This design comes from an exercise in tuning for small area, a short achievable clock period and few clock cycles per item on the open sky130 flow, not from production work. No functional check of the RTL was part of any run shown here. Power figures rest on the tool's default switching activity, not on a simulated workload.

## flow/design.v (module list and top-level ports; edited modules follow where they fit)
// module lut_eval: 339 lines
// module lut_interp: 106 lines
// module lut_coef_rom: 140 lines
// module lut_master: 69 lines
module lut_master #(parameter data_width = 16) (
		input wire clk,
		input wire reset,
		input wire req,
		input wire [8 - 1 : 0] lut_handle,
		input wire [data_width - 1 : 0] req_arg,
		output wire [data_width - 1 : 0] data_out,
		output reg valid,
		output reg invalid_request
	);
  // ...
==> flow/flow/run.sh <==
#!/bin/bash
# Standard layout, with the input and output ports buffered by buf_4 cells
# instead of the delay buffers buffer_ports picks by default.
set -euo pipefail
bash standard.sh "BUFFER_PORTS_ARGS=-buffer_cell sky130_fd_sc_hd__buf_4" finish > make_finish.log 2>&1
==> flow/standard.sh <==
#!/bin/bash
# synth_recipe.tcl (not shown) runs the flow's synth.tcl, then flattens the netlist and writes it again
# the make line also repeats each setting of config.mk as NAME=value (left out here)
make -C /OpenROAD-flow-scripts/flow DESIGN_CONFIG=/design/flow/config.mk WORK_HOME=/design/flow/orfs CLKGATE_MAP_FILE= SYNTH_SCRIPT=/design/flow/synth_recipe.tcl "${@:-finish}"
==> flow/config.mk <==
export PLATFORM = sky130hd
export DESIGN_NAME = lut_master
export DESIGN_NICKNAME = lut_master
export VERILOG_FILES = /design/flow/design.v
export SDC_FILE = /design/flow/constraint.sdc
export NUM_CORES = 4
export LEC_CHECK = 0
export ABC_AREA = 1
export CAP_MARGIN = 20
export CORE_MARGIN = 2
export CORE_UTILIZATION = 45
export PLACE_DENSITY = 0.6
export SLEW_MARGIN = 20
export SYNTH_MEMORY_MAX_BITS = 70000
==> flow/constraint.sdc <==
create_clock -name core_clock -period 8.0 [get_ports {clk}]
set_input_delay 1.6000 -clock core_clock [delete_from_list [all_inputs] [get_ports {clk}]]
set_output_delay 1.6000 -clock core_clock [all_outputs]
set_load 0.01 [all_outputs]
==> flow_summary.ini, run 1 <==
[routing]
m1WireLength_um = 19400
drtIter0Drc = 1416
drc = 0
dr.pass1.iters = 20

[critical_path]
cpLargestDelayFamily = adder cells
rr_startpoint = invalid_request
crit_path_max_incr_delay_ns = 0.55
crit_cells = 28
r2r_cells = 1
crit_fanout = 5

[clock_network]
holdBufCountCts = 0
htreeDepth = 3
cts_max_path_buffers = 2

[power_and_ir_drop]
p_leak_nw = 6.85
clkPwrFrac_pct = 6.0
p_int_mw = 3.72

[logic_synthesis]
synth_area_um2 = 12000
synth-compound-area-share_pct = 10.3
ys_seq_area_share_pct = 9.99

[placed_design]
placed_cells = 2139

[finish]
register_area_um2 = 1200
nClkBuffers = 9
nMultiInputCombCells = 1356
nFlopsAndLatches = 60
final_cell_mix = 475 x nand2_1, 273 x inv_1, 185 x nand3_1

[global_route]
grt.total_usage_pct = 37.1

[sta]
fin_crit_ns = 7.56
layout_setup_ws_ns = 0.442

[run_status]
status = complete, no violations
==> module lut_master, before the edit <==
module lut_master #(parameter data_width = 16) (
		input wire clk,
		input wire reset,
		input wire req,
		input wire [8 - 1 : 0] lut_handle,
		input wire [data_width - 1 : 0] req_arg,
		output wire [data_width - 1 : 0] data_out,
		output reg valid,
		output reg invalid_request
	);
	wire handle_ok = (lut_handle[8 - 1 : 1] == 0);
	wire is_tanh   = lut_handle[0];
	always @(posedge clk) begin
		if (reset) begin
			invalid_request <= 0;
			valid <= 0;
		end
		else begin
			if (req && !handle_ok)
				invalid_request <= 1;
			valid <= req && handle_ok && !invalid_request;
		end
	end
	wire       mirror = is_tanh ? req_arg[15] : req_arg[13];
	wire       neg    = is_tanh ? req_arg[15] : req_arg[14];
	wire [9:0] pair_a = (is_tanh ? req_arg[14:5] : {1'b0, req_arg[12:4]}) ^ {10{mirror}};
	wire [3:0] frac   = is_tanh ? req_arg[4:1] : req_arg[3:0];
	wire [22:0] k;
	wire [13:0] c1;
	wire [5:0]  c2;
	wire [15:0] ya, yb;
	wire        c7;
	wire [6:0]  lo;
	wire [14:0] delta;
	lut_coef_rom coef (.addr({is_tanh, pair_a[9:4]}), .k(k), .c1(c1), .c2(c2));
	lut_eval eval (
		.k(k), .c1(c1), .c2(c2),
		.is_tanh(is_tanh),
		.xs({req_arg[13], req_arg[7:4]}),
		.xt({req_arg[15], req_arg[8:5]}),
		.mirror(mirror),
		.neg(neg),
		.ya(ya), .yb(yb), .c7(c7), .lo(lo), .delta(delta)
	);
	reg [15:0] ya_r, yb_r;
	reg        c7_r;
	reg [6:0]  lo_r;
	reg [14:0] delta_r;
	reg [3:0]  frac_r;
	reg        mirror_r;
	reg        neg_r;
	always @(posedge clk) begin
		ya_r     <= ya;
		yb_r     <= yb;
		c7_r     <= c7;
		lo_r     <= lo;
		delta_r  <= delta;
		frac_r   <= frac;
		mirror_r <= mirror;
		neg_r    <= neg;
	end
	lut_interp interp (
		.ya(ya_r), .yb(yb_r), .c7(c7_r), .lo(lo_r), .delta(delta_r),
		.frac(frac_r),
		.mirror(mirror_r),
		.neg(neg_r),
		.interpolated(data_out)
	);
endmodule
==> inputs of run 2 (changes only) <==
--- a/flow/design.v
+++ b/flow/design.v
@@ -6,18 +6,18 @@
 		input  wire        is_tanh,
 		input  wire [4:0]  xs,
 		input  wire [4:0]  xt,
 		input  wire        mirror,
 		input  wire        neg,
 		output wire [15:0] ya,
 		output wire [15:0] yb,
 		output wire        c7,
-		output wire [6:0]  lo,
-		output wire [14:0] delta
+		output wire [7:0]  dh,
+		output wire        e
 	);
 	reg [3:0] tp_s, tp_t;
 	reg [4:0] qp_s, qp_t;
 	reg [3:0] tn_s, tn_t;
 	always @(*) begin
 		case (xs)
 			5'd0: begin tp_s = 4'd0; qp_s = 5'd0; tn_s = 4'd15; end
 			5'd1: begin tp_s = 4'd1; qp_s = 5'd7; tn_s = 4'd14; end
@@ -250,113 +250,110 @@
 	wire nt_77_s = nt_52_s ^ nt_66_c ^ nt_67_s;
 	wire nt_77_c = (nt_52_s & nt_66_c) | (nt_52_s & nt_67_s) | (nt_66_c & nt_67_s);
 	wire nt_78_s = nt_52_c ^ nt_53_s ^ nt_67_c;
 	wire nt_78_c = (nt_52_c & nt_53_s) | (nt_52_c & nt_67_c) | (nt_53_s & nt_67_c);
 	wire nt_79_s = cc[12] ^ k[19] ^ nt_69_c;
 	wire nt_79_c = (cc[12] & k[19]) | (cc[12] & nt_69_c) | (k[19] & nt_69_c);
 	wire nt_80_s = nt_58_s ^ nt_71_c ^ nt_72_s;
 	wire nt_80_c = (nt_58_s & nt_71_c) | (nt_58_s & nt_72_s) | (nt_71_c & nt_72_s);
-	wire nt_81_s = nt_72_c ^ nt_73_s;
-	wire nt_81_c = nt_72_c & nt_73_s;
-	wire nt_82_s = nt_73_c ^ nt_74_s;
-	wire nt_82_c = nt_73_c & nt_74_s;
-	wire nt_83_s = nt_61_s ^ nt_74_c ^ nt_75_s;
-	wire nt_83_c = (nt_61_s & nt_74_c) | (nt_61_s & nt_75_s) | (nt_74_c & nt_75_s);
-	wire nt_84_s = nt_62_s ^ nt_75_c ^ nt_76_s;
-	wire nt_84_c = (nt_62_s & nt_75_c) | (nt_62_s & nt_76_s) | (nt_75_c & nt_76_s);
-	wire nt_85_s = nt_62_c ^ nt_63_s ^ nt_76_c;
-	wire nt_85_c = (nt_62_c & nt_63_s) | (nt_62_c & nt_76_c) | (nt_63_s & nt_76_c);
-	wire nt_86_s = nt_63_c ^ nt_64_s;
-	wire nt_86_c = nt_63_c & nt_64_s;
-	wire nt_87_s = nt_64_c ^ nt_65_s;
-	wire nt_87_c = nt_64_c & nt_65_s;
-	wire nt_88_s = nt_65_c ^ nt_66_s;
-	wire nt_88_c = nt_65_c & nt_66_s;
-	wire nt_89_s = cc[13] ^ k[20] ^ nt_79_c;
-	wire nt_89_c = (cc[13] & k[20]) | (cc[13] & nt_79_c) | (k[20] & nt_79_c);
-	wire nt_90_s = cc[14] ^ k[21];
-	wire nt_90_c = cc[14] & k[21];
-	wire nt_91_s = cc[15] ^ k[22];
-	wire nt_91_c = cc[15] & k[22];
-	wire [22:0] nt_a = {nt_90_c, nt_89_c, nt_89_s, nt_79_s, nt_69_s, nt_54_s, nt_68_s, nt_77_c, nt_88_c, nt_87_c, nt_86_c, nt_85_c, nt_84_c, nt_83_c, nt_82_c, nt_81_c, nt_80_c, nt_80_s, nt_70_c, nt_70_s, nt_55_s, nt_1_s, nt_0_s};
-	wire [22:0] nt_b = {nt_91_s, nt_90_s, 1'b0, 1'b0, 1'b0, nt_68_c, nt_78_c, nt_78_s, nt_77_s, nt_88_s, nt_87_s, nt_86_s, nt_85_s, nt_84_s, nt_83_s, nt_82_s, nt_81_s, 1'b0, nt_71_s, 1'b0, 1'b0, nt_34_s, 1'b0};
+	wire nt_81_s = nt_61_s ^ nt_74_c ^ nt_75_s;
+	wire nt_81_c = (nt_61_s & nt_74_c) | (nt_61_s & nt_75_s) | (nt_74_c & nt_75_s);
+	wire nt_82_s = nt_62_s ^ nt_75_c ^ nt_76_s;
+	wire nt_82_c = (nt_62_s & nt_75_c) | (nt_62_s & nt_76_s) | (nt_75_c & nt_76_s);
+	wire nt_83_s = nt_62_c ^ nt_63_s ^ nt_76_c;
+	wire nt_83_c = (nt_62_c & nt_63_s) | (nt_62_c & nt_76_c) | (nt_63_s & nt_76_c);
+	wire nt_84_s = cc[13] ^ k[20] ^ nt_79_c;
+	wire nt_84_c = (cc[13] & k[20]) | (cc[13] & nt_79_c) | (k[20] & nt_79_c);
+	wire nt_85_s = nt_72_c ^ nt_73_s ^ nt_80_c;
+	wire nt_85_c = (nt_72_c & nt_73_s) | (nt_72_c & nt_80_c) | (nt_73_s & nt_80_c);
+	wire nt_86_s = nt_63_c ^ nt_64_s ^ nt_83_c;
+	wire nt_86_c = (nt_63_c & nt_64_s) | (nt_63_c & nt_83_c) | (nt_64_s & nt_83_c);
+	wire nt_87_s = cc[14] ^ k[21] ^ nt_84_c;
+	wire nt_87_c = (cc[14] & k[21]) | (cc[14] & nt_84_c) | (k[21] & nt_84_c);
+	wire nt_88_s = nt_73_c ^ nt_74_s ^ nt_85_c;
+	wire nt_88_c = (nt_73_c & nt_74_s) | (nt_73_c & nt_85_c) | (nt_74_s & nt_85_c);
+	wire nt_89_s = nt_64_c ^ nt_65_s ^ nt_86_c;
+	wire nt_89_c = (nt_64_c & nt_65_s) | (nt_64_c & nt_86_c) | (nt_65_s & nt_86_c);
+	wire nt_90_s = cc[15] ^ k[22] ^ nt_87_c;
+	wire nt_90_c = (cc[15] & k[22]) | (cc[15] & nt_87_c) | (k[22] & nt_87_c);
+	wire nt_91_s = nt_65_c ^ nt_66_s ^ nt_89_c;
+	wire nt_91_c = (nt_65_c & nt_66_s) | (nt_65_c & nt_89_c) | (nt_66_s & nt_89_c);
+	wire [22:0] nt_a = {nt_90_s, nt_87_s, nt_84_s, nt_79_s, nt_69_s, nt_54_s, nt_68_s, nt_77_c, nt_91_c, nt_91_s, nt_89_s, nt_86_s, nt_82_c, nt_81_c, nt_81_s, nt_88_s, nt_85_s, nt_80_s, nt_70_c, nt_70_s, nt_55_s, nt_1_s, nt_0_s};
+	wire [22:0] nt_b = {1'b0, 1'b0, 1'b0, 1'b0, 1'b0, nt_68_c, nt_78_c, nt_78_s, nt_77_s, 1'b0, 1'b0, 1'b0, nt_83_s, nt_82_s, nt_88_c, 1'b0, 1'b0, 1'b0, nt_71_s, 1'b0, 1'b0, nt_34_s, 1'b0};
 	wire [7:0] s2 = {1'b0, nt_a[6:0]} + {1'b0, nt_b[6:0]};
 	assign c7 = s2[7];
-	assign lo = s2[6:0];
 	assign ya = nt_a[22:7];
 	assign yb = nt_b[22:7];
 	wire dt_0_s = c1[1] ^ (c2[1] & tn[0]) ^ (c2[0] & tn[1]);
 	wire dt_0_c = (c1[1] & (c2[1] & tn[0])) | (c1[1] & (c2[0] & tn[1])) | ((c2[1] & tn[0]) & (c2[0] & tn[1]));
 	wire dt_1_s = c1[2] ^ (c2[2] & tn[0]) ^ (c2[1] & tn[1]);
 	wire dt_1_c = (c1[2] & (c2[2] & tn[0])) | (c1[2] & (c2[1] & tn[1])) | ((c2[2] & tn[0]) & (c2[1] & tn[1]));
 	wire dt_2_s = ~tn[3] ^ c1[3] ^ (c2[3] & tn[0]);
 	wire dt_2_c = (~tn[3] & c1[3]) | (~tn[3] & (c2[3] & tn[0])) | (c1[3] & (c2[3] & tn[0]));
 	wire dt_3_s = (c2[2] & tn[1]) ^ (c2[1] & tn[2]) ^ (~c2[0] & ~tn[3]);
 	wire dt_3_c = ((c2[2] & tn[1]) & (c2[1] & tn[2])) | ((c2[2] & tn[1]) & (~c2[0] & ~tn[3])) | ((c2[1] & tn[2]) & (~c2[0] & ~tn[3]));
 	wire dt_4_s = c1[4] ^ (c2[4] & tn[0]) ^ (c2[3] & tn[1]);
 	wire dt_4_c = (c1[4] & (c2[4] & tn[0])) | (c1[4] & (c2[3] & tn[1])) | ((c2[4] & tn[0]) & (c2[3] & tn[1]));
-	wire dt_5_s = (c2[2] & tn[2]) ^ (~c2[1] & ~tn[3]);
-	wire dt_5_c = (c2[2] & tn[2]) & (~c2[1] & ~tn[3]);
-	wire dt_6_s = c1[5] ^ (c2[5] & tn[0]) ^ (c2[4] & tn[1]);
-	wire dt_6_c = (c1[5] & (c2[5] & tn[0])) | (c1[5] & (c2[4] & tn[1])) | ((c2[5] & tn[0]) & (c2[4] & tn[1]));
-	wire dt_7_s = (c2[3] & tn[2]) ^ (~c2[2] & ~tn[3]);
-	wire dt_7_c = (c2[3] & tn[2]) & (~c2[2] & ~tn[3]);
-	wire dt_8_s = c1[6] ^ (c2[5] & tn[1]) ^ (c2[4] & tn[2]);
-	wire dt_8_c = (c1[6] & (c2[5] & tn[1])) | (c1[6] & (c2[4] & tn[2])) | ((c2[5] & tn[1]) & (c2[4] & tn[2]));
-	wire dt_9_s = c1[7] ^ (c2[5] & tn[2]) ^ (~c2[4] & ~tn[3]);
-	wire dt_9_c = (c1[7] & (c2[5] & tn[2])) | (c1[7] & (~c2[4] & ~tn[3])) | ((c2[5] & tn[2]) & (~c2[4] & ~tn[3]));
-	wire dt_10_s = (c2[0] & tn[2]) ^ dt_0_c ^ dt_1_s;
-	wire dt_10_c = ((c2[0] & tn[2]) & dt_0_c) | ((c2[0] & tn[2]) & dt_1_s) | (dt_0_c & dt_1_s);
-	wire dt_11_s = dt_1_c ^ dt_2_s ^ dt_3_s;
-	wire dt_11_c = (dt_1_c & dt_2_s) | (dt_1_c & dt_3_s) | (dt_2_s & dt_3_s);
-	wire dt_12_s = dt_5_s ^ dt_2_c ^ dt_3_c;
-	wire dt_12_c = (dt_5_s & dt_2_c) | (dt_5_s & dt_3_c) | (dt_2_c & dt_3_c);
-	wire dt_13_s = dt_5_c ^ dt_7_s ^ dt_4_c;
-	wire dt_13_c = (dt_5_c & dt_7_s) | (dt_5_c & dt_4_c) | (dt_7_s & dt_4_c);
-	wire dt_14_s = (~c2[3] & ~tn[3]) ^ dt_7_c ^ dt_6_c;
-	wire dt_14_c = ((~c2[3] & ~tn[3]) & dt_7_c) | ((~c2[3] & ~tn[3]) & dt_6_c) | (dt_7_c & dt_6_c);
-	wire dt_15_s = c1[8] ^ (~c2[5] & ~tn[3]) ^ dt_9_c;
-	wire dt_15_c = (c1[8] & (~c2[5] & ~tn[3])) | (c1[8] & dt_9_c) | ((~c2[5] & ~tn[3]) & dt_9_c);
-	wire dt_16_s = dt_4_s ^ dt_11_c ^ dt_12_s;
-	wire dt_16_c = (dt_4_s & dt_11_c) | (dt_4_s & dt_12_s) | (dt_11_c & dt_12_s);
-	wire dt_17_s = dt_6_s ^ dt_12_c ^ dt_13_s;
-	wire dt_17_c = (dt_6_s & dt_12_c) | (dt_6_s & dt_13_s) | (dt_12_c & dt_13_s);
-	wire dt_18_s = dt_8_s ^ dt_13_c ^ dt_14_s;
-	wire dt_18_c = (dt_8_s & dt_13_c) | (dt_8_s & dt_14_s) | (dt_13_c & dt_14_s);
-	wire dt_19_s = dt_8_c ^ dt_9_s ^ dt_14_c;
-	wire dt_19_c = (dt_8_c & dt_9_s) | (dt_8_c & dt_14_c) | (dt_9_s & dt_14_c);
-	wire dt_20_s = ~tn[3] ^ c1[9] ^ dt_15_c;
-	wire dt_20_c = (~tn[3] & c1[9]) | (~tn[3] & dt_15_c) | (c1[9] & dt_15_c);
-	wire dt_21_s = ~tn[3] ^ c1[10];
-	wire dt_21_c = ~tn[3] & c1[10];
-	wire dt_22_s = ~tn[3] ^ c1[11];
-	wire dt_22_c = ~tn[3] & c1[11];
-	wire dt_23_s = ~tn[3] ^ c1[12];
-	wire dt_23_c = ~tn[3] & c1[12];
-	wire dt_24_s = ~tn[3] ^ c1[13];
-	wire dt_24_c = ~tn[3] & c1[13];
-	wire [14:0] dt_a = {dt_24_c, dt_23_c, dt_22_c, dt_21_c, dt_20_c, dt_20_s, dt_19_c, dt_18_c, dt_17_c, dt_16_c, dt_16_s, dt_10_c, dt_10_s, dt_0_s, c1[0]};
-	wire [14:0] dt_b = {~tn[3], dt_24_s, dt_23_s, dt_22_s, dt_21_s, 1'b0, dt_15_s, dt_19_s, dt_18_s, dt_17_s, 1'b0, dt_11_s, 1'b0, 1'b0, (c2[0] & tn[0])};
-	assign delta = dt_a + dt_b;
+	wire dt_5_s = c1[5] ^ (c2[5] & tn[0]) ^ (c2[4] & tn[1]);
+	wire dt_5_c = (c1[5] & (c2[5] & tn[0])) | (c1[5] & (c2[4] & tn[1])) | ((c2[5] & tn[0]) & (c2[4] & tn[1]));
+	wire dt_6_s = c1[6] ^ (c2[5] & tn[1]) ^ (c2[4] & tn[2]);
+	wire dt_6_c = (c1[6] & (c2[5] & tn[1])) | (c1[6] & (c2[4] & tn[2])) | ((c2[5] & tn[1]) & (c2[4] & tn[2]));
+	wire dt_7_s = c1[7] ^ (c2[5] & tn[2]) ^ (~c2[4] & ~tn[3]);
+	wire dt_7_c = (c1[7] & (c2[5] & tn[2])) | (c1[7] & (~c2[4] & ~tn[3])) | ((c2[5] & tn[2]) & (~c2[4] & ~tn[3]));
+	wire dt_8_s = (c2[0] & tn[2]) ^ dt_0_c ^ dt_1_s;
+	wire dt_8_c = ((c2[0] & tn[2]) & dt_0_c) | ((c2[0] & tn[2]) & dt_1_s) | (dt_0_c & dt_1_s);
+	wire dt_9_s = dt_1_c ^ dt_2_s ^ dt_3_s;
+	wire dt_9_c = (dt_1_c & dt_2_s) | (dt_1_c & dt_3_s) | (dt_2_s & dt_3_s);
+	wire dt_10_s = (c2[2] & tn[2]) ^ (~c2[1] & ~tn[3]) ^ dt_2_c;
+	wire dt_10_c = ((c2[2] & tn[2]) & (~c2[1] & ~tn[3])) | ((c2[2] & tn[2]) & dt_2_c) | ((~c2[1] & ~tn[3]) & dt_2_c);
+	wire dt_11_s = (c2[3] & tn[2]) ^ (~c2[2] & ~tn[3]) ^ dt_4_c;
+	wire dt_11_c = ((c2[3] & tn[2]) & (~c2[2] & ~tn[3])) | ((c2[3] & tn[2]) & dt_4_c) | ((~c2[2] & ~tn[3]) & dt_4_c);
+	wire dt_12_s = (~c2[3] & ~tn[3]) ^ dt_5_c ^ dt_6_s;
+	wire dt_12_c = ((~c2[3] & ~tn[3]) & dt_5_c) | ((~c2[3] & ~tn[3]) & dt_6_s) | (dt_5_c & dt_6_s);
+	wire dt_13_s = c1[8] ^ (~c2[5] & ~tn[3]) ^ dt_7_c;
+	wire dt_13_c = (c1[8] & (~c2[5] & ~tn[3])) | (c1[8] & dt_7_c) | ((~c2[5] & ~tn[3]) & dt_7_c);
+	wire dt_14_s = dt_3_c ^ dt_4_s ^ dt_9_c;
+	wire dt_14_c = (dt_3_c & dt_4_s) | (dt_3_c & dt_9_c) | (dt_4_s & dt_9_c);
+	wire dt_15_s = dt_5_s ^ dt_10_c ^ dt_11_s;
+	wire dt_15_c = (dt_5_s & dt_10_c) | (dt_5_s & dt_11_s) | (dt_10_c & dt_11_s);
+	wire dt_16_s = dt_6_c ^ dt_7_s ^ dt_12_c;
+	wire dt_16_c = (dt_6_c & dt_7_s) | (dt_6_c & dt_12_c) | (dt_7_s & dt_12_c);
+	wire dt_17_s = ~tn[3] ^ c1[9] ^ dt_13_c;
+	wire dt_17_c = (~tn[3] & c1[9]) | (~tn[3] & dt_13_c) | (c1[9] & dt_13_c);
+	wire dt_18_s = dt_11_c ^ dt_12_s ^ dt_15_c;
+	wire dt_18_c = (dt_11_c & dt_12_s) | (dt_11_c & dt_15_c) | (dt_12_s & dt_15_c);
+	wire dt_19_s = ~tn[3] ^ c1[10] ^ dt_17_c;
+	wire dt_19_c = (~tn[3] & c1[10]) | (~tn[3] & dt_17_c) | (c1[10] & dt_17_c);
+	wire dt_20_s = ~tn[3] ^ c1[11] ^ dt_19_c;
+	wire dt_20_c = (~tn[3] & c1[11]) | (~tn[3] & dt_19_c) | (c1[11] & dt_19_c);
+	wire dt_21_s = ~tn[3] ^ c1[12] ^ dt_20_c;
+	wire dt_21_c = (~tn[3] & c1[12]) | (~tn[3] & dt_20_c) | (c1[12] & dt_20_c);
+	wire dt_22_s = ~tn[3] ^ c1[13] ^ dt_21_c;
+	wire dt_22_c = (~tn[3] & c1[13]) | (~tn[3] & dt_21_c) | (c1[13] & dt_21_c);
+	wire [14:0] dt_a = {dt_22_c, dt_22_s, dt_21_s, dt_20_s, dt_19_s, dt_17_s, dt_13_s, dt_16_s, dt_18_s, dt_14_c, dt_10_s, dt_8_c, dt_8_s, dt_0_s, c1[0]};
+	wire [14:0] dt_b = {~tn[3], 1'b0, 1'b0, 1'b0, 1'b0, 1'b0, dt_16_c, dt_18_c, 1'b0, dt_15_s, dt_14_s, dt_9_s, 1'b0, 1'b0, (c2[0] & tn[0])};
+	wire [14:0] delta = dt_a + dt_b;
+	wire [8:0] s3 = {2'b0, delta[6:0]} + {2'b0, nt_a[6:0]} + {2'b0, nt_b[6:0]};
+	assign dh = delta[14:7];
+	assign e  = s3[7] ^ s2[7];
 endmodule
 module lut_interp (
 		input  wire [15:0] ya,
 		input  wire [15:0] yb,
 		input  wire        c7,
-		input  wire [6:0]  lo,
-		input  wire [14:0] delta,
+		input  wire [7:0]  dh,
+		input  wire        e,
 		input  wire [3:0]  frac,
 		input  wire        mirror,
 		input  wire        neg,
 		output wire [15:0] interpolated
 	);
 	wire dneg = mirror ^ neg;
-	wire [14:0] dsum = delta + {8'd0, lo};
-	wire [7:0] d = dsum[14:7];
+	wire [7:0] d = dh + {7'd0, e};
 	wire ee = dneg & frac[3] & d[0];
 	wire gt_0_s = ya[0] ^ yb[0] ^ c7;
 	wire gt_0_c = (ya[0] & yb[0]) | (ya[0] & c7) | (yb[0] & c7);
 	wire gt_1_s = ((frac[3] & d[1]) ^ mirror) ^ ((frac[2] & d[2]) ^ mirror) ^ ((frac[1] & d[3]) ^ mirror);
 	wire gt_1_c = (((frac[3] & d[1]) ^ mirror) & ((frac[2] & d[2]) ^ mirror)) | (((frac[3] & d[1]) ^ mirror) & ((frac[1] & d[3]) ^ mirror)) | (((frac[2] & d[2]) ^ mirror) & ((frac[1] & d[3]) ^ mirror));
 	wire gt_2_s = ((frac[0] & d[4]) ^ mirror) ^ (mirror & d[0]) ^ (ee ^ mirror);
 	wire gt_2_c = (((frac[0] & d[4]) ^ mirror) & (mirror & d[0])) | (((frac[0] & d[4]) ^ mirror) & (ee ^ mirror)) | ((mirror & d[0]) & (ee ^ mirror));
 	wire gt_3_s = ya[1] ^ yb[1] ^ ((frac[3] & d[2]) ^ mirror);
@@ -384,212 +381,187 @@
 	wire gt_14_s = gt_0_s ^ gt_1_s ^ gt_2_s;
 	wire gt_14_c = (gt_0_s & gt_1_s) | (gt_0_s & gt_2_s) | (gt_1_s & gt_2_s);
 	wire gt_15_s = gt_0_c ^ (mirror & d[1]) ^ gt_1_c;
 	wire gt_15_c = (gt_0_c & (mirror & d[1])) | (gt_0_c & gt_1_c) | ((mirror & d[1]) & gt_1_c);
 	wire gt_16_s = gt_3_s ^ gt_4_s ^ gt_2_c;
 	wire gt_16_c = (gt_3_s & gt_4_s) | (gt_3_s & gt_2_c) | (gt_4_s & gt_2_c);
 	wire gt_17_s = (mirror & d[2]) ^ gt_3_c ^ gt_4_c;
 	wire gt_17_c = ((mirror & d[2]) & gt_3_c) | ((mirror & d[2]) & gt_4_c) | (gt_3_c & gt_4_c);
-	wire gt_18_s = gt_5_s ^ gt_6_s;
-	wire gt_18_c = gt_5_s & gt_6_s;
-	wire gt_19_s = (mirror & d[3]) ^ gt_5_c ^ gt_6_c;
-	wire gt_19_c = ((mirror & d[3]) & gt_5_c) | ((mirror & d[3]) & gt_6_c) | (gt_5_c & gt_6_c);
-	wire gt_20_s = gt_7_s ^ gt_8_s;
-	wire gt_20_c = gt_7_s & gt_8_s;
-	wire gt_21_s = gt_7_c ^ gt_8_c ^ gt_9_s;
-	wire gt_21_c = (gt_7_c & gt_8_c) | (gt_7_c & gt_9_s) | (gt_8_c & gt_9_s);
-	wire gt_22_s = ((frac[2] & d[7]) ^ mirror) ^ (mirror & d[5]) ^ gt_9_c;
-	wire gt_22_c = (((frac[2] & d[7]) ^ mirror) & (mirror & d[5])) | (((frac[2] & d[7]) ^ mirror) & gt_9_c) | ((mirror & d[5]) & gt_9_c);
-	wire gt_23_s = (mirror & d[6]) ^ gt_11_c ^ gt_12_s;
-	wire gt_23_c = ((mirror & d[6]) & gt_11_c) | ((mirror & d[6]) & gt_12_s) | (gt_11_c & gt_12_s);
-	wire gt_24_s = ya[8] ^ yb[8] ^ gt_13_c;
-	wire gt_24_c = (ya[8] & yb[8]) | (ya[8] & gt_13_c) | (yb[8] & gt_13_c);
-	wire gt_25_s = gt_15_s ^ gt_14_c ^ gt_16_s;
-	wire gt_25_c = (gt_15_s & gt_14_c) | (gt_15_s & gt_16_s) | (gt_14_c & gt_16_s);
-	wire gt_26_s = gt_18_s ^ gt_15_c ^ gt_17_s;
-	wire gt_26_c = (gt_18_s & gt_15_c) | (gt_18_s & gt_17_s) | (gt_15_c & gt_17_s);
-	wire gt_27_s = gt_18_c ^ gt_20_s ^ gt_17_c;
-	wire gt_27_c = (gt_18_c & gt_20_s) | (gt_18_c & gt_17_c) | (gt_20_s & gt_17_c);
-	wire gt_28_s = gt_10_s ^ gt_20_c ^ gt_19_c;
-	wire gt_28_c = (gt_10_s & gt_20_c) | (gt_10_s & gt_19_c) | (gt_20_c & gt_19_c);
-	wire gt_29_s = gt_10_c ^ gt_11_s ^ gt_21_c;
-	wire gt_29_c = (gt_10_c & gt_11_s) | (gt_10_c & gt_21_c) | (gt_11_s & gt_21_c);
-	wire gt_30_s = gt_12_c ^ gt_13_s ^ gt_23_c;
-	wire gt_30_c = (gt_12_c & gt_13_s) | (gt_12_c & gt_23_c) | (gt_13_s & gt_23_c);
-	wire gt_31_s = ya[9] ^ yb[9] ^ gt_24_c;
-	wire gt_31_c = (ya[9] & yb[9]) | (ya[9] & gt_24_c) | (yb[9] & gt_24_c);
-	wire gt_32_s = gt_16_c ^ gt_26_s ^ gt_25_c;
-	wire gt_32_c = (gt_16_c & gt_26_s) | (gt_16_c & gt_25_c) | (gt_26_s & gt_25_c);
-	wire gt_33_s = gt_19_s ^ gt_26_c ^ gt_27_s;
-	wire gt_33_c = (gt_19_s & gt_26_c) | (gt_19_s & gt_27_s) | (gt_26_c & gt_27_s);
-	wire gt_34_s = gt_21_s ^ gt_27_c ^ gt_28_s;
-	wire gt_34_c = (gt_21_s & gt_27_c) | (gt_21_s & gt_28_s) | (gt_27_c & gt_28_s);
-	wire gt_35_s = gt_22_s ^ gt_28_c ^ gt_29_s;
-	wire gt_35_c = (gt_22_s & gt_28_c) | (gt_22_s & gt_29_s) | (gt_28_c & gt_29_s);
-	wire gt_36_s = gt_22_c ^ gt_23_s ^ gt_29_c;
-	wire gt_36_c = (gt_22_c & gt_23_s) | (gt_22_c & gt_29_c) | (gt_23_s & gt_29_c);
-	wire gt_37_s = ya[10] ^ yb[10] ^ gt_31_c;
-	wire gt_37_c = (ya[10] & yb[10]) | (ya[10] & gt_31_c) | (yb[10] & gt_31_c);
-	wire gt_38_s = ya[11] ^ yb[11];
-	wire gt_38_c = ya[11] & yb[11];
-	wire gt_39_s = ya[12] ^ yb[12];
-	wire gt_39_c = ya[12] & yb[12];
-	wire gt_40_s = ya[13] ^ yb[13];
-	wire gt_40_c = ya[13] & yb[13];
-	wire gt_41_s = ya[14] ^ yb[14];
-	wire gt_41_c = ya[14] & yb[14];
-	wire gt_42_s = ya[15] ^ yb[15];
-	wire gt_42_c = ya[15] & yb[15];
-	wire [15:0] gt_a = {gt_41_c, gt_40_c, gt_39_c, gt_38_c, gt_37_c, gt_37_s, gt_31_s, gt_24_s, gt_36_c, gt_35_c, gt_34_c, gt_33_c, gt_32_c, gt_32_s, gt_25_s, gt_14_s};
-	wire [15:0] gt_b = {gt_42_s, gt_41_s, gt_40_s, gt_39_s, gt_38_s, 1'b0, 1'b0, gt_30_c, gt_30_s, gt_36_s, gt_35_s, gt_34_s, gt_33_s, 1'b0, 1'b0, 1'b0};
+	wire gt_18_s = (mirror & d[3]) ^ gt_5_c ^ gt_6_c;
+	wire gt_18_c = ((mirror & d[3]) & gt_5_c) | ((mirror & d[3]) & gt_6_c) | (gt_5_c & gt_6_c);
+	wire gt_19_s = gt_7_c ^ gt_8_c ^ gt_9_s;
+	wire gt_19_c = (gt_7_c & gt_8_c) | (gt_7_c & gt_9_s) | (gt_8_c & gt_9_s);
+	wire gt_20_s = ((frac[2] & d[7]) ^ mirror) ^ (mirror & d[5]) ^ gt_9_c;
+	wire gt_20_c = (((frac[2] & d[7]) ^ mirror) & (mirror & d[5])) | (((frac[2] & d[7]) ^ mirror) & gt_9_c) | ((mirror & d[5]) & gt_9_c);
+	wire gt_21_s = (mirror & d[6]) ^ gt_11_c ^ gt_12_s;
+	wire gt_21_c = ((mirror & d[6]) & gt_11_c) | ((mirror & d[6]) & gt_12_s) | (gt_11_c & gt_12_s);
+	wire gt_22_s = ya[8] ^ yb[8] ^ gt_13_c;
+	wire gt_22_c = (ya[8] & yb[8]) | (ya[8] & gt_13_c) | (yb[8] & gt_13_c);
+	wire gt_23_s = gt_15_s ^ gt_14_c ^ gt_16_s;
+	wire gt_23_c = (gt_15_s & gt_14_c) | (gt_15_s & gt_16_s) | (gt_14_c & gt_16_s);
+	wire gt_24_s = gt_5_s ^ gt_6_s ^ gt_15_c;
+	wire gt_24_c = (gt_5_s & gt_6_s) | (gt_5_s & gt_15_c) | (gt_6_s & gt_15_c);
+	wire gt_25_s = gt_7_s ^ gt_8_s ^ gt_17_c;
+	wire gt_25_c = (gt_7_s & gt_8_s) | (gt_7_s & gt_17_c) | (gt_8_s & gt_17_c);
+	wire gt_26_s = gt_10_s ^ gt_18_c ^ gt_19_s;
+	wire gt_26_c = (gt_10_s & gt_18_c) | (gt_10_s & gt_19_s) | (gt_18_c & gt_19_s);
+	wire gt_27_s = gt_10_c ^ gt_11_s ^ gt_19_c;
+	wire gt_27_c = (gt_10_c & gt_11_s) | (gt_10_c & gt_19_c) | (gt_11_s & gt_19_c);
+	wire gt_28_s = gt_12_c ^ gt_13_s ^ gt_21_c;
+	wire gt_28_c = (gt_12_c & gt_13_s) | (gt_12_c & gt_21_c) | (gt_13_s & gt_21_c);
+	wire gt_29_s = ya[9] ^ yb[9] ^ gt_22_c;
+	wire gt_29_c = (ya[9] & yb[9]) | (ya[9] & gt_22_c) | (yb[9] & gt_22_c);
+	wire gt_30_s = gt_17_s ^ gt_16_c ^ gt_24_s;
+	wire gt_30_c = (gt_17_s & gt_16_c) | (gt_17_s & gt_24_s) | (gt_16_c & gt_24_s);
+	wire gt_31_s = gt_18_s ^ gt_24_c ^ gt_25_s;
+	wire gt_31_c = (gt_18_s & gt_24_c) | (gt_18_s & gt_25_s) | (gt_24_c & gt_25_s);
+	wire gt_32_s = gt_20_s ^ gt_26_c ^ gt_27_s;
+	wire gt_32_c = (gt_20_s & gt_26_c) | (gt_20_s & gt_27_s) | (gt_26_c & gt_27_s);
+	wire gt_33_s = gt_20_c ^ gt_21_s ^ gt_27_c;
+	wire gt_33_c = (gt_20_c & gt_21_s) | (gt_20_c & gt_27_c) | (gt_21_s & gt_27_c);
+	wire gt_34_s = ya[10] ^ yb[10] ^ gt_29_c;
+	wire gt_34_c = (ya[10] & yb[10]) | (ya[10] & gt_29_c) | (yb[10] & gt_29_c);
+	wire gt_35_s = gt_25_c ^ gt_26_s ^ gt_31_c;
+	wire gt_35_c = (gt_25_c & gt_26_s) | (gt_25_c & gt_31_c) | (gt_26_s & gt_31_c);
+	wire gt_36_s = ya[11] ^ yb[11] ^ gt_34_c;
+	wire gt_36_c = (ya[11] & yb[11]) | (ya[11] & gt_34_c) | (yb[11] & gt_34_c);
+	wire gt_37_s = ya[12] ^ yb[12] ^ gt_36_c;
+	wire gt_37_c = (ya[12] & yb[12]) | (ya[12] & gt_36_c) | (yb[12] & gt_36_c);
+	wire gt_38_s = ya[13] ^ yb[13] ^ gt_37_c;
+	wire gt_38_c = (ya[13] & yb[13]) | (ya[13] & gt_37_c) | (yb[13] & gt_37_c);
+	wire gt_39_s = ya[14] ^ yb[14] ^ gt_38_c;
+	wire gt_39_c = (ya[14] & yb[14]) | (ya[14] & gt_38_c) | (yb[14] & gt_38_c);
+	wire gt_40_s = ya[15] ^ yb[15] ^ gt_39_c;
+	wire gt_40_c = (ya[15] & yb[15]) | (ya[15] & gt_39_c) | (yb[15] & gt_39_c);
+	wire [15:0] gt_a = {gt_40_s, gt_39_s, gt_38_s, gt_37_s, gt_36_s, gt_34_s, gt_29_s, gt_22_s, gt_28_s, gt_32_c, gt_32_s, gt_35_s, gt_30_c, gt_23_c, gt_23_s, gt_14_s};
+	wire [15:0] gt_b = {1'b0, 1'b0, 1'b0, 1'b0, 1'b0, 1'b0, 1'b0, gt_28_c, gt_33_c, gt_33_s, gt_35_c, 1'b0, gt_31_s, gt_30_s, 1'b0, 1'b0};
 	wire [15:0] s = gt_a + gt_b;
 	assign interpolated = s ^ {16{neg}};
 endmodule
 `default_nettype wire
 `default_nettype none
 module lut_coef_rom (
-		input  wire [6:0]  addr,
-		output reg  [22:0] k,
-		output reg  [13:0] c1,
-		output reg  [5:0]  c2
+		input  wire        is_tanh,
+		input  wire [4:0]  sa,
+		input  wire [5:0]  ta,
+		output wire [22:0] k,
+		output wire [13:0] c1,
+		output wire [5:0]  c2
 	);
+	reg [22:0] ks, kt;
+	reg [13:0] c1s, c1t;
+	reg [5:0]  c2s, c2t;
 	always @(*) begin
-		case (addr)
-			7'd0: begin k = 23'h000038; c1 = 14'd12864; c2 = 6'd2; end
-			7'd1: begin k = 23'h032440; c1 = 14'd12832; c2 = 6'd2; end
-			7'd2: begin k = 23'h064600; c1 = 14'd12772; c2 = 6'd6; end
-			7'd3: begin k = 23'h096420; c1 = 14'd12682; c2 = 6'd7; end
-			7'd4: begin k = 23'h0c7c80; c1 = 14'd12560; c2 = 6'd8; end
-			7'd5: begin k = 23'h0f8d02; c1 = 14'd12408; c2 = 6'd11; end
-			7'd6: begin k = 23'h129400; c1 = 14'd12224; c2 = 6'd13; end
-			7'd7: begin k = 23'h158f80; c1 = 14'd12012; c2 = 6'd16; end
-			7'd8: begin k = 23'h187dc0; c1 = 14'd11773; c2 = 6'd17; end
-			7'd9: begin k = 23'h1b5d30; c1 = 14'd11500; c2 = 6'd17; end
-			7'd10: begin k = 23'h1e2b60; c1 = 14'd11204; c2 = 6'd20; end
-			7'd11: begin k = 23'h20e700; c1 = 14'd10880; c2 = 6'd22; end
-			7'd12: begin k = 23'h238e40; c1 = 14'd10530; c2 = 6'd25; end
-			7'd13: begin k = 23'h261fc0; c1 = 14'd10153; c2 = 6'd26; end
-			7'd14: begin k = 23'h2899c0; c1 = 14'd9757; c2 = 6'd26; end
-			7'd15: begin k = 23'h2afac0; c1 = 14'd9335; c2 = 6'd26; end
-			7'd16: begin k = 23'h2d4100; c1 = 14'd8888; c2 = 6'd29; end
-			7'd17: begin k = 23'h2f6b80; c1 = 14'd8417; c2 = 6'd31; end
-			7'd18: begin k = 23'h3178c0; c1 = 14'd7932; c2 = 6'd32; end
-			7'd19: begin k = 23'h336780; c1 = 14'd7426; c2 = 6'd33; end
-			7'd20: begin k = 23'h353680; c1 = 14'd6898; c2 = 6'd34; end
-			7'd21: begin k = 23'h36e4c2; c1 = 14'd6360; c2 = 6'd35; end
-			7'd22: begin k = 23'h387100; c1 = 14'd5804; c2 = 6'd37; end
-			7'd23: begin k = 23'h39da84; c1 = 14'd5236; c2 = 6'd38; end
-			7'd24: begin k = 23'h3b20c0; c1 = 14'd4648; c2 = 6'd36; end
-			7'd25: begin k = 23'h3c4200; c1 = 14'd4054; c2 = 6'd38; end
-			7'd26: begin k = 23'h3d3e00; c1 = 14'd3454; c2 = 6'd41; end
-			7'd27: begin k = 23'h3e1480; c1 = 14'd2842; c2 = 6'd40; end
-			7'd28: begin k = 23'h3ec4c0; c1 = 14'd2220; c2 = 6'd40; end
-			7'd29: begin k = 23'h3f4e28; c1 = 14'd1600; c2 = 6'd40; end
-			7'd30: begin k = 23'h3fb0a8; c1 = 14'd970; c2 = 6'd40; end
-			7'd31: begin k = 23'h3fec00; c1 = 14'd335; c2 = 6'd40; end
-			7'd32: begin k = 23'h000038; c1 = 14'd12864; c2 = 6'd2; end
-			7'd33: begin k = 23'h032440; c1 = 14'd12832; c2 = 6'd2; end
-			7'd34: begin k = 23'h064600; c1 = 14'd12772; c2 = 6'd6; end
-			7'd35: begin k = 23'h096420; c1 = 14'd12682; c2 = 6'd7; end
-			7'd36: begin k = 23'h0c7c80; c1 = 14'd12560; c2 = 6'd8; end
-			7'd37: begin k = 23'h0f8d02; c1 = 14'd12408; c2 = 6'd11; end
-			7'd38: begin k = 23'h129400; c1 = 14'd12224; c2 = 6'd13; end
-			7'd39: begin k = 23'h158f80; c1 = 14'd12012; c2 = 6'd16; end
-			7'd40: begin k = 23'h187dc0; c1 = 14'd11773; c2 = 6'd17; end
-			7'd41: begin k = 23'h1b5d30; c1 = 14'd11500; c2 = 6'd17; end
-			7'd42: begin k = 23'h1e2b60; c1 = 14'd11204; c2 = 6'd20; end
-			7'd43: begin k = 23'h20e700; c1 = 14'd10880; c2 = 6'd22; end
-			7'd44: begin k = 23'h238e40; c1 = 14'd10530; c2 = 6'd25; end
-			7'd45: begin k = 23'h261fc0; c1 = 14'd10153; c2 = 6'd26; end
-			7'd46: begin k = 23'h2899c0; c1 = 14'd9757; c2 = 6'd26; end
-			7'd47: begin k = 23'h2afac0; c1 = 14'd9335; c2 = 6'd26; end
-			7'd48: begin k = 23'h2d4100; c1 = 14'd8888; c2 = 6'd29; end
-			7'd49: begin k = 23'h2f6b80; c1 = 14'd8417; c2 = 6'd31; end
-			7'd50: begin k = 23'h3178c0; c1 = 14'd7932; c2 = 6'd32; end
-			7'd51: begin k = 23'h336780; c1 = 14'd7426; c2 = 6'd33; end
-			7'd52: begin k = 23'h353680; c1 = 14'd6898; c2 = 6'd34; end
-			7'd53: begin k = 23'h36e4c2; c1 = 14'd6360; c2 = 6'd35; end
-			7'd54: begin k = 23'h387100; c1 = 14'd5804; c2 = 6'd37; end
-			7'd55: begin k = 23'h39da84; c1 = 14'd5236; c2 = 6'd38; end
-			7'd56: begin k = 23'h3b20c0; c1 = 14'd4648; c2 = 6'd36; end
-			7'd57: begin k = 23'h3c4200; c1 = 14'd4054; c2 = 6'd38; end
-			7'd58: begin k = 23'h3d3e00; c1 = 14'd3454; c2 = 6'd41; end
-			7'd59: begin k = 23'h3e1480; c1 = 14'd2842; c2 = 6'd40; end
-			7'd60: begin k = 23'h3ec4c0; c1 = 14'd2220; c2 = 6'd40; end
-			7'd61: begin k = 23'h3f4e28; c1 = 14'd1600; c2 = 6'd40; end
-			7'd62: begin k = 23'h3fb0a8; c1 = 14'd970; c2 = 6'd40; end
-			7'd63: begin k = 23'h3fec00; c1 = 14'd335; c2 = 6'd40; end
-			7'd64: begin k = 23'h00001c; c1 = 14'd16368; c2 = 6'd4; end
-			7'd65: begin k = 23'h03feb0; c1 = 14'd16245; c2 = 6'd13; end
-			7'd66: begin k = 23'h07f580; c1 = 14'd15995; c2 = 6'd20; end
-			7'd67: begin k = 23'h0bdc80; c1 = 14'd15635; c2 = 6'd27; end
-			7'd68: begin k = 23'h0faca0; c1 = 14'd15168; c2 = 6'd34; end
-			7'd69: begin k = 23'h135f80; c1 = 14'd14610; c2 = 6'd38; end
-			7'd70: begin k = 23'h16ef50; c1 = 14'd13972; c2 = 6'd42; end
-			7'd71: begin k = 23'h1a5700; c1 = 14'd13276; c2 = 6'd46; end
-			7'd72: begin k = 23'h1d9344; c1 = 14'd12532; c2 = 6'd48; end
-			7'd73: begin k = 23'h20a100; c1 = 14'd11762; c2 = 6'd49; end
-			7'd74: begin k = 23'h237e84; c1 = 14'd10976; c2 = 6'd49; end
-			7'd75: begin k = 23'h262ae0; c1 = 14'd10188; c2 = 6'd50; end
-			7'd76: begin k = 23'h28a600; c1 = 14'd9416; c2 = 6'd48; end
-			7'd77: begin k = 23'h2af100; c1 = 14'd8656; c2 = 6'd48; end
-			7'd78: begin k = 23'h2d0c80; c1 = 14'd7932; c2 = 6'd46; end
-			7'd79: begin k = 23'h2efac0; c1 = 14'd7236; c2 = 6'd44; end
-			7'd80: begin k = 23'h30bdc0; c1 = 14'd6577; c2 = 6'd42; end
-			7'd81: begin k = 23'h3257c0; c1 = 14'd5964; c2 = 6'd38; end
-			7'd82: begin k = 23'h33cb50; c1 = 14'd5392; c2 = 6'd36; end
-			7'd83: begin k = 23'h351b40; c1 = 14'd4861; c2 = 6'd33; end
-			7'd84: begin k = 23'h364a00; c1 = 14'd4372; c2 = 6'd30; end
-			7'd85: begin k = 23'h375a68; c1 = 14'd3924; c2 = 6'd28; end
-			7'd86: begin k = 23'h384ec0; c1 = 14'd3516; c2 = 6'd26; end
-			7'd87: begin k = 23'h3929c0; c1 = 14'd3147; c2 = 6'd23; end
-			7'd88: begin k = 23'h39ed80; c1 = 14'd2812; c2 = 6'd22; end
-			7'd89: begin k = 23'h3a9c80; c1 = 14'd2506; c2 = 6'd19; end
-			7'd90: begin k = 23'h3b3880; c1 = 14'd2232; c2 = 6'd16; end
-			7'd91: begin k = 23'h3bc380; c1 = 14'd1988; c2 = 6'd15; end
-			7'd92: begin k = 23'h3c3f50; c1 = 14'd1764; c2 = 6'd13; end
-			7'd93: begin k = 23'h3cad40; c1 = 14'd1568; c2 = 6'd11; end
-			7'd94: begin k = 23'h3d0ee0; c1 = 14'd1392; c2 = 6'd10; end
-			7'd95: begin k = 23'h3d6580; c1 = 14'd1233; c2 = 6'd10; end
-			7'd96: begin k = 23'h3db250; c1 = 14'd1096; c2 = 6'd8; end
-			7'd97: begin k = 23'h3df680; c1 = 14'd970; c2 = 6'd8; end
-			7'd98: begin k = 23'h3e3280; c1 = 14'd865; c2 = 6'd8; end
-			7'd99: begin k = 23'h3e6860; c1 = 14'd760; c2 = 6'd6; end
-			7'd100: begin k = 23'h3e97c0; c1 = 14'd673; c2 = 6'd5; end
-			7'd101: begin k = 23'h3ec1a0; c1 = 14'd596; c2 = 6'd5; end
-			7'd102: begin k = 23'h3ee6c0; c1 = 14'd525; c2 = 6'd4; end
-			7'd103: begin k = 23'h3f075c; c1 = 14'd467; c2 = 6'd4; end
-			7'd104: begin k = 23'h3f2450; c1 = 14'd413; c2 = 6'd4; end
-			7'd105: begin k = 23'h3f3e00; c1 = 14'd366; c2 = 6'd3; end
-			7'd106: begin k = 23'h3f54c0; c1 = 14'd321; c2 = 6'd2; end
-			7'd107: begin k = 23'h3f68c0; c1 = 14'd284; c2 = 6'd2; end
-			7'd108: begin k = 23'h3f7a00; c1 = 14'd256; c2 = 6'd1; end
-			7'd109: begin k = 23'h3f89a0; c1 = 14'd226; c2 = 6'd4; end
-			7'd110: begin k = 23'h3f97c0; c1 = 14'd196; c2 = 6'd2; end
-			7'd111: begin k = 23'h3fa3c0; c1 = 14'd176; c2 = 6'd3; end
-			7'd112: begin k = 23'h3fae80; c1 = 14'd155; c2 = 6'd3; end
-			7'd113: begin k = 23'h3fb800; c1 = 14'd144; c2 = 6'd1; end
-			7'd114: begin k = 23'h3fc090; c1 = 14'd121; c2 = 6'd1; end
-			7'd115: begin k = 23'h3fc800; c1 = 14'd108; c2 = 6'd0; end
-			7'd116: begin k = 23'h3fce80; c1 = 14'd92; c2 = 6'd2; end
-			7'd117: begin k = 23'h3fd468; c1 = 14'd81; c2 = 6'd0; end
-			7'd118: begin k = 23'h3fd968; c1 = 14'd72; c2 = 6'd1; end
-			7'd119: begin k = 23'h3fddc0; c1 = 14'd64; c2 = 6'd0; end
-			7'd120: begin k = 23'h3fe1d0; c1 = 14'd56; c2 = 6'd1; end
-			7'd121: begin k = 23'h3fe560; c1 = 14'd48; c2 = 6'd1; end
-			7'd122: begin k = 23'h3fe870; c1 = 14'd44; c2 = 6'd1; end
-			7'd123: begin k = 23'h3feb50; c1 = 14'd36; c2 = 6'd0; end
-			7'd124: begin k = 23'h3feda0; c1 = 14'd35; c2 = 6'd0; end
-			7'd125: begin k = 23'h3fefc8; c1 = 14'd30; c2 = 6'd0; end
-			7'd126: begin k = 23'h3ff188; c1 = 14'd30; c2 = 6'd0; end
-			7'd127: begin k = 23'h3ff340; c1 = 14'd25; c2 = 6'd0; end
-			default: begin k = 23'h0; c1 = 14'd0; c2 = 6'd0; end
+		case (sa)
+			5'd0: begin ks = 23'h000038; c1s = 14'd12864; c2s = 6'd2; end
+			5'd1: begin ks = 23'h032440; c1s = 14'd12832; c2s = 6'd2; end
+			5'd2: begin ks = 23'h064600; c1s = 14'd12772; c2s = 6'd6; end
+			5'd3: begin ks = 23'h096420; c1s = 14'd12682; c2s = 6'd7; end
+			5'd4: begin ks = 23'h0c7c80; c1s = 14'd12560; c2s = 6'd8; end
+			5'd5: begin ks = 23'h0f8d02; c1s = 14'd12408; c2s = 6'd11; end
+			5'd6: begin ks = 23'h129400; c1s = 14'd12224; c2s = 6'd13; end
+			5'd7: begin ks = 23'h158f80; c1s = 14'd12012; c2s = 6'd16; end
+			5'd8: begin ks = 23'h187dc0; c1s = 14'd11773; c2s = 6'd17; end
+			5'd9: begin ks = 23'h1b5d30; c1s = 14'd11500; c2s = 6'd17; end
+			5'd10: begin ks = 23'h1e2b60; c1s = 14'd11204; c2s = 6'd20; end
+			5'd11: begin ks = 23'h20e700; c1s = 14'd10880; c2s = 6'd22; end
+			5'd12: begin ks = 23'h238e40; c1s = 14'd10530; c2s = 6'd25; end
+			5'd13: begin ks = 23'h261fc0; c1s = 14'd10153; c2s = 6'd26; end
+			5'd14: begin ks = 23'h2899c0; c1s = 14'd9757; c2s = 6'd26; end
+			5'd15: begin ks = 23'h2afac0; c1s = 14'd9335; c2s = 6'd26; end
+			5'd16: begin ks = 23'h2d4100; c1s = 14'd8888; c2s = 6'd29; end
+			5'd17: begin ks = 23'h2f6b80; c1s = 14'd8417; c2s = 6'd31; end
+			5'd18: begin ks = 23'h3178c0; c1s = 14'd7932; c2s = 6'd32; end
+			5'd19: begin ks = 23'h336780; c1s = 14'd7426; c2s = 6'd33; end
+			5'd20: begin ks = 23'h353680; c1s = 14'd6898; c2s = 6'd34; end
+			5'd21: begin ks = 23'h36e4c2; c1s = 14'd6360; c2s = 6'd35; end
+			5'd22: begin ks = 23'h387100; c1s = 14'd5804; c2s = 6'd37; end
+			5'd23: begin ks = 23'h39da84; c1s = 14'd5236; c2s = 6'd38; end
+			5'd24: begin ks = 23'h3b20c0; c1s = 14'd4648; c2s = 6'd36; end
+			5'd25: begin ks = 23'h3c4200; c1s = 14'd4054; c2s = 6'd38; end
+			5'd26: begin ks = 23'h3d3e00; c1s = 14'd3454; c2s = 6'd41; end
+			5'd27: begin ks = 23'h3e1480; c1s = 14'd2842; c2s = 6'd40; end
+			5'd28: begin ks = 23'h3ec4c0; c1s = 14'd2220; c2s = 6'd40; end
+			5'd29: begin ks = 23'h3f4e28; c1s = 14'd1600; c2s = 6'd40; end
+			5'd30: begin ks = 23'h3fb0a8; c1s = 14'd970; c2s = 6'd40; end
+			5'd31: begin ks = 23'h3fec00; c1s = 14'd335; c2s = 6'd40; end
+			default: begin ks = 23'h0; c1s = 14'd0; c2s = 6'd0; end
+		endcase
+		case (ta)
+			6'd0: begin kt = 23'h00001c; c1t = 14'd16368; c2t = 6'd4; end
+			6'd1: begin kt = 23'h03feb0; c1t = 14'd16245; c2t = 6'd13; end
+			6'd2: begin kt = 23'h07f580; c1t = 14'd15995; c2t = 6'd20; end
+			6'd3: begin kt = 23'h0bdc80; c1t = 14'd15635; c2t = 6'd27; end
+			6'd4: begin kt = 23'h0faca0; c1t = 14'd15168; c2t = 6'd34; end
+			6'd5: begin kt = 23'h135f80; c1t = 14'd14610; c2t = 6'd38; end
+			6'd6: begin kt = 23'h16ef50; c1t = 14'd13972; c2t = 6'd42; end
+			6'd7: begin kt = 23'h1a5700; c1t = 14'd13276; c2t = 6'd46; end
+			6'd8: begin kt = 23'h1d9344; c1t = 14'd12532; c2t = 6'd48; end
+			6'd9: begin kt = 23'h20a100; c1t = 14'd11762; c2t = 6'd49; end
+			6'd10: begin kt = 23'h237e84; c1t = 14'd10976; c2t = 6'd49; end
+			6'd11: begin kt = 23'h262ae0; c1t = 14'd10188; c2t = 6'd50; end
+			6'd12: begin kt = 23'h28a600; c1t = 14'd9416; c2t = 6'd48; end
+			6'd13: begin kt = 23'h2af100; c1t = 14'd8656; c2t = 6'd48; end
+			6'd14: begin kt = 23'h2d0c80; c1t = 14'd7932; c2t = 6'd46; end
+			6'd15: begin kt = 23'h2efac0; c1t = 14'd7236; c2t = 6'd44; end
+			6'd16: begin kt = 23'h30bdc0; c1t = 14'd6577; c2t = 6'd42; end
+			6'd17: begin kt = 23'h3257c0; c1t = 14'd5964; c2t = 6'd38; end
+			6'd18: begin kt = 23'h33cb50; c1t = 14'd5392; c2t = 6'd36; end
+			6'd19: begin kt = 23'h351b40; c1t = 14'd4861; c2t = 6'd33; end
+			6'd20: begin kt = 23'h364a00; c1t = 14'd4372; c2t = 6'd30; end
+			6'd21: begin kt = 23'h375a68; c1t = 14'd3924; c2t = 6'd28; end
+			6'd22: begin kt = 23'h384ec0; c1t = 14'd3516; c2t = 6'd26; end
+			6'd23: begin kt = 23'h3929c0; c1t = 14'd3147; c2t = 6'd23; end
+			6'd24: begin kt = 23'h39ed80; c1t = 14'd2812; c2t = 6'd22; end
+			6'd25: begin kt = 23'h3a9c80; c1t = 14'd2506; c2t = 6'd19; end
+			6'd26: begin kt = 23'h3b3880; c1t = 14'd2232; c2t = 6'd16; end
+			6'd27: begin kt = 23'h3bc380; c1t = 14'd1988; c2t = 6'd15; end
+			6'd28: begin kt = 23'h3c3f50; c1t = 14'd1764; c2t = 6'd13; end
+			6'd29: begin kt = 23'h3cad40; c1t = 14'd1568; c2t = 6'd11; end
+			6'd30: begin kt = 23'h3d0ee0; c1t = 14'd1392; c2t = 6'd10; end
+			6'd31: begin kt = 23'h3d6580; c1t = 14'd1233; c2t = 6'd10; end
+			6'd32: begin kt = 23'h3db250; c1t = 14'd1096; c2t = 6'd8; end
+			6'd33: begin kt = 23'h3df680; c1t = 14'd970; c2t = 6'd8; end
+			6'd34: begin kt = 23'h3e3280; c1t = 14'd865; c2t = 6'd8; end
+			6'd35: begin kt = 23'h3e6860; c1t = 14'd760; c2t = 6'd6; end
+			6'd36: begin kt = 23'h3e97c0; c1t = 14'd673; c2t = 6'd5; end
+			6'd37: begin kt = 23'h3ec1a0; c1t = 14'd596; c2t = 6'd5; end
+			6'd38: begin kt = 23'h3ee6c0; c1t = 14'd525; c2t = 6'd4; end
+			6'd39: begin kt = 23'h3f075c; c1t = 14'd467; c2t = 6'd4; end
+			6'd40: begin kt = 23'h3f2450; c1t = 14'd413; c2t = 6'd4; end
+			6'd41: begin kt = 23'h3f3e00; c1t = 14'd366; c2t = 6'd3; end
+			6'd42: begin kt = 23'h3f54c0; c1t = 14'd321; c2t = 6'd2; end
+			6'd43: begin kt = 23'h3f68c0; c1t = 14'd284; c2t = 6'd2; end
+			6'd44: begin kt = 23'h3f7a00; c1t = 14'd256; c2t = 6'd1; end
+			6'd45: begin kt = 23'h3f89a0; c1t = 14'd226; c2t = 6'd4; end
+			6'd46: begin kt = 23'h3f97c0; c1t = 14'd196; c2t = 6'd2; end
+			6'd47: begin kt = 23'h3fa3c0; c1t = 14'd176; c2t = 6'd3; end
+			6'd48: begin kt = 23'h3fae80; c1t = 14'd155; c2t = 6'd3; end
+			6'd49: begin kt = 23'h3fb800; c1t = 14'd144; c2t = 6'd1; end
+			6'd50: begin kt = 23'h3fc090; c1t = 14'd121; c2t = 6'd1; end
+			6'd51: begin kt = 23'h3fc800; c1t = 14'd108; c2t = 6'd0; end
+			6'd52: begin kt = 23'h3fce80; c1t = 14'd92; c2t = 6'd2; end
+			6'd53: begin kt = 23'h3fd468; c1t = 14'd81; c2t = 6'd0; end
+			6'd54: begin kt = 23'h3fd968; c1t = 14'd72; c2t = 6'd1; end
+			6'd55: begin kt = 23'h3fddc0; c1t = 14'd64; c2t = 6'd0; end
+			6'd56: begin kt = 23'h3fe1d0; c1t = 14'd56; c2t = 6'd1; end
+			6'd57: begin kt = 23'h3fe560; c1t = 14'd48; c2t = 6'd1; end
+			6'd58: begin kt = 23'h3fe870; c1t = 14'd44; c2t = 6'd1; end
+			6'd59: begin kt = 23'h3feb50; c1t = 14'd36; c2t = 6'd0; end
+			6'd60: begin kt = 23'h3feda0; c1t = 14'd35; c2t = 6'd0; end
+			6'd61: begin kt = 23'h3fefc8; c1t = 14'd30; c2t = 6'd0; end
+			6'd62: begin kt = 23'h3ff188; c1t = 14'd30; c2t = 6'd0; end
+			6'd63: begin kt = 23'h3ff340; c1t = 14'd25; c2t = 6'd0; end
+			default: begin kt = 23'h0; c1t = 14'd0; c2t = 6'd0; end
 		endcase
 	end
+	assign k  = is_tanh ? kt : ks;
+	assign c1 = is_tanh ? c1t : c1s;
+	assign c2 = is_tanh ? c2t : c2s;
 endmodule
 `default_nettype wire
 `default_nettype none
 module lut_master #(parameter data_width = 16) (
 		input wire clk,
 		input wire reset,
 		input wire req,
 		input wire [8 - 1 : 0] lut_handle,
@@ -615,46 +587,46 @@
 	wire       neg    = is_tanh ? req_arg[15] : req_arg[14];
 	wire [9:0] pair_a = (is_tanh ? req_arg[14:5] : {1'b0, req_arg[12:4]}) ^ {10{mirror}};
 	wire [3:0] frac   = is_tanh ? req_arg[4:1] : req_arg[3:0];
 	wire [22:0] k;
 	wire [13:0] c1;
 	wire [5:0]  c2;
 	wire [15:0] ya, yb;
 	wire        c7;
-	wire [6:0]  lo;
-	wire [14:0] delta;
-	lut_coef_rom coef (.addr({is_tanh, pair_a[9:4]}), .k(k), .c1(c1), .c2(c2));
+	wire [7:0]  dh;
+	wire        e;
+	lut_coef_rom coef (.is_tanh(is_tanh), .sa(req_arg[12:8] ^ {5{req_arg[13]}}), .ta(req_arg[14:9] ^ {6{req_arg[15]}}), .k(k), .c1(c1), .c2(c2));
 	lut_eval eval (
 		.k(k), .c1(c1), .c2(c2),
 		.is_tanh(is_tanh),
 		.xs({req_arg[13], req_arg[7:4]}),
 		.xt({req_arg[15], req_arg[8:5]}),
 		.mirror(mirror),
 		.neg(neg),
-		.ya(ya), .yb(yb), .c7(c7), .lo(lo), .delta(delta)
+		.ya(ya), .yb(yb), .c7(c7), .dh(dh), .e(e)
 	);
 	reg [15:0] ya_r, yb_r;
 	reg        c7_r;
-	reg [6:0]  lo_r;
-	reg [14:0] delta_r;
+	reg [7:0]  dh_r;
+	reg        e_r;
 	reg [3:0]  frac_r;
 	reg        mirror_r;
 	reg        neg_r;
 	always @(posedge clk) begin
 		ya_r     <= ya;
 		yb_r     <= yb;
 		c7_r     <= c7;
-		lo_r     <= lo;
-		delta_r  <= delta;
+		dh_r     <= dh;
+		e_r      <= e;
 		frac_r   <= frac;
 		mirror_r <= mirror;
 		neg_r    <= neg;
 	end
 	lut_interp interp (
-		.ya(ya_r), .yb(yb_r), .c7(c7_r), .lo(lo_r), .delta(delta_r),
+		.ya(ya_r), .yb(yb_r), .c7(c7_r), .dh(dh_r), .e(e_r),
 		.frac(frac_r),
 		.mirror(mirror_r),
 		.neg(neg_r),
 		.interpolated(data_out)
 	);
 endmodule
 `default_nettype wire
==> flow/flow/run.sh (replaced) <==
#!/bin/bash
# Standard layout, with two changes: the input and output ports are buffered
# by buf_4 cells instead of the delay buffers buffer_ports picks by default,
# and synthesis leaves the adders to abc instead of mapping them to the
# platform's full/half adder cells (the registers are the standard ones).
set -euo pipefail
bash standard.sh "BUFFER_PORTS_ARGS=-buffer_cell sky130_fd_sc_hd__buf_4" "ADDER_MAP_FILE=" finish > make_finish.log 2>&1
--- a/flow/config.mk
+++ b/flow/config.mk
@@ -5,10 +5,11 @@
 export SDC_FILE = /design/flow/constraint.sdc
 export NUM_CORES = 4
 export LEC_CHECK = 0
 export ABC_AREA = 1
 export CAP_MARGIN = 20
 export CORE_MARGIN = 2
 export CORE_UTILIZATION = 45
 export PLACE_DENSITY = 0.6
+export SETUP_SLACK_MARGIN = 2.0
 export SLEW_MARGIN = 20
 export SYNTH_MEMORY_MAX_BITS = 70000
==> flow_summary.ini, run 2 <==
[critical_path]
crit_fanout = 16
rr_startpoint = invalid_request
endpoint_kind = flop
crit_start = req_arg[15]
ff2ff_setup_slack_ns = 7.34
crit_path_end = dh_r[4]
cp_data_arrival_time_ns = 5.91
worstReg2RegEnd = valid
cpMostUsedCell = nand2_1
crit_path_max_incr_delay_ns = 0.53
worstSetupPathType = primary input to flop
r2r_cells = 3
crit_slowest_cell = nor2_1
worstPathRequired_ns = 8.17
start_kind = primary input

[logic_synthesis]
synth_area_um2 = 12700
netlist.area_leader.share_pct = 31.4
synthTopCellsByArea = nand2_1 31%, nand3_1 11%, inv_1 7.0%
avgSynthCellArea_um2 = 4.99
syn_inst = 2556
synth-seq-cells = 41
ys_top_cells_by_count = 1066 x nand2_1, 281 x nand3_1, 237 x inv_1, 229 x nor2_1, 112 x o21ai_0
synth_top_area_cell = nand2_1
syn_nets = 2583
async_reset_ff_share_pct = 0
yosysMostFrequentCell = nand2_1
synth_warnings = 3
synth_edf_count = 0
ys_seq_area_share_pct = 6.44
synth-main-ff-cell = dfxtp_1
synthDistinctLibCells = 64

[power_and_ir_drop]
swShare_pct = 58.5
vdd_ir_drop_max_v = 0.000246
power.switching_mw = 3.20
combinationalPowerShare_pct = 89.5
p_leak_nw = 7.70
power_density_nw_per_um2 = 402
seqPwrFrac_pct = 6.3
clkPwrFrac_pct = 4.2
p_int_mw = 2.27

[die]
coreArea_um2 = 27900
dieWidth_um = 172
die-area_um2 = 29700
die_y_um = 172
rows = 61
io_pins = 45
initial_core_util_pct = 45.8

[sta]
hold_ws_ns = 0.474
final.period_utilization_pct = 71.8
slew_violations = 0
setup_viol = 0
tns_ns = 0
fin_crit_ns = 5.75
slew_headroom_pct = 22.4
rsz0062_at_grt = no
finalHoldViolCount = 0
skew_ns = 0.0000208
tightest_slew_ns = 1.15
fmax_mhz = 174

[finish]
syn_to_final_growth_pct = 6.91
register_area_um2 = 822
largest_register_ffs = 16
multi_input_area_um2 = 10700
layout_commonest_cell = nand2_1
top_register = ya_r
nets = 2593
final_cell_mix = 1057 x nand2_1, 280 x nand3_1, 233 x inv_1
n_fill_cell = 3076
n_antenna_cell = 0
drive_gt1_share_pct = 9.27

[routing]
dr.pass1.iters = 6
dr_wl_met2_um = 22500
antenna_left = 0
vias = 16700
drtIter0Drc = 1845
wire_per_inst_um = 17.7
routed.top_layer = met4
viasPerCell = 5.66
routed_wl_um = 52300
m1WireLength_um = 22300
drc = 0
wl_met3_um = 5200

[placed_design]
io_buffer_count = 44
hpwl_um = 42400
globalplace.congestion = 1.08

[global_route]
antenna_found_initial = 0
grt.total_usage_pct = 34.4
grt_max_degree = 38
grt_overflow_total = 0
grt_pass1_vias = 14400
grt_pass1_wl_um = 78500

[clock_network]
insertion_delay_ns = 0.28
cts_root_buf = clkbuf_16
htreeDepth = 2
cts_tree = yes
numCtsBuffers = 5
clk_transition_reported_paths_ns = 0.06
holdBufCountCts = 0
cts_max_path_buffers = 2
cts.sinks = 41

[hold_path]
hold_path.class = flop to flop

[job]
cap_violations = 0

[run_status]
status = complete, no violations
run 2: area by class of cell:
type,count,area share (%)
well taps,378,3.47
clock buffers,5,0.918
inverters,259,7.18
clock inverters,3,0.340
repair buffers,70,3.86
flip-flops and latches,41,6.03
multi-input cells,2188,78.2
repair inverters,1,0.0367
run 2: how the worst min path moves through the flow:
stage | endpoint | start | depth (start not counted) | slack (ns)
detailed placement | invalid_request | invalid_request | 2 | 0.47
global placement | invalid_request | invalid_request | 2 | 0.46
finish | invalid_request | invalid_request | 2 | 0.47
global route | invalid_request | invalid_request | 2 | 0.51
floorplan | invalid_request | invalid_request | 2 | 0.49
CTS | invalid_request | invalid_request | 2 | 0.48
run 2: cell families (layout without fill, tap and decap cells):
kind of cell | Yosys count | count (layout) | synth area share [%]
AOI/OAI and AO/OA | 292 | 292 | 13.6
xor gates and xnor gates | 154 | 154 | 10.9
adders and majority gates | 2 | 2 | 0.157
buffers and inverters | 327 | 338 | 10.8
DFF | 41 | 41 | 6.44
and+or+nand+nor | 1740 | 1740 | 58.1
run 2: what timing repair did:
| action | 4_1_cts | 5_1_grt |
|---|---|---|
| cloned | 1 | 0 |
| setup buffers | 4 | 0 |
| pin swaps | 0 | 3 |
| endpoints found under the setup margin | 9 | 25 |
| resized for setup | 1 | 31 |
run 2: metal layers:
layer,GRT usage [%],vias to the layer above
li1,-,8175
met1,46.2,7549
met2,54.4,818
met3,5.72,132
met4,14.7,0
met5,0,-
run 2: per-stage QoR:
stage	instances	utilization (%)	total power, mW	setup WS, ns	instance area (um2)
5_1_grt	2945	48.9	6.16	1.99	13600
3_5_place_dp	2932	47.8	5.09	1.79	13300
6_report	2945	48.9	5.47	2.25	13600
2_1_floorplan	2556	-	3.87	3.24	12700
4_1_cts	2945	48.6	5.34	2.05	13500
3_3_place_gp	2932	47.8	4.98	1.83	13300
run 2: critical path: cells and delay by family:
family	cells	cell delay, ns
simple gates	22	3.00
compound gates	3	0.64
buf+inv	3	0.52
xor+xnor	1	0.14
run 2: power by group through the flow:
stage,Sequential [mW],Combinational [mW],Clock [mW]
finish,0.344,4.90,0.230
floorplan,0.335,3.54,0
global route,0.355,5.57,0.239
CTS,0.341,4.77,0.234
global placement,0.343,4.64,0
detailed placement,0.345,4.75,0

## what the ideal ports hide
How much do the figures lean on ideal ports? The routed layouts below were timed once more, with nothing changed but the port constraints. Step 1, drivers: a clkbuf_16 drives clk and a buf_2 each remaining input, both assumed. Step 2 also shifts input and output timing later by t, the mid clock arrival at the registers, as if the neighbouring blocks saw the same clock. Slacks: ideal / step 1 / step 2; pairs: ideal / step 1.
| run | t, ns | slack for setup (ns) |
|---|---|---|
| run 1 | 0.398 | 0.442 / 0.394 / 0.560 |
| run 2 | 0.327 | 2.254 / 2.274 / 1.947 |
After both steps every run listed still meets setup and hold.
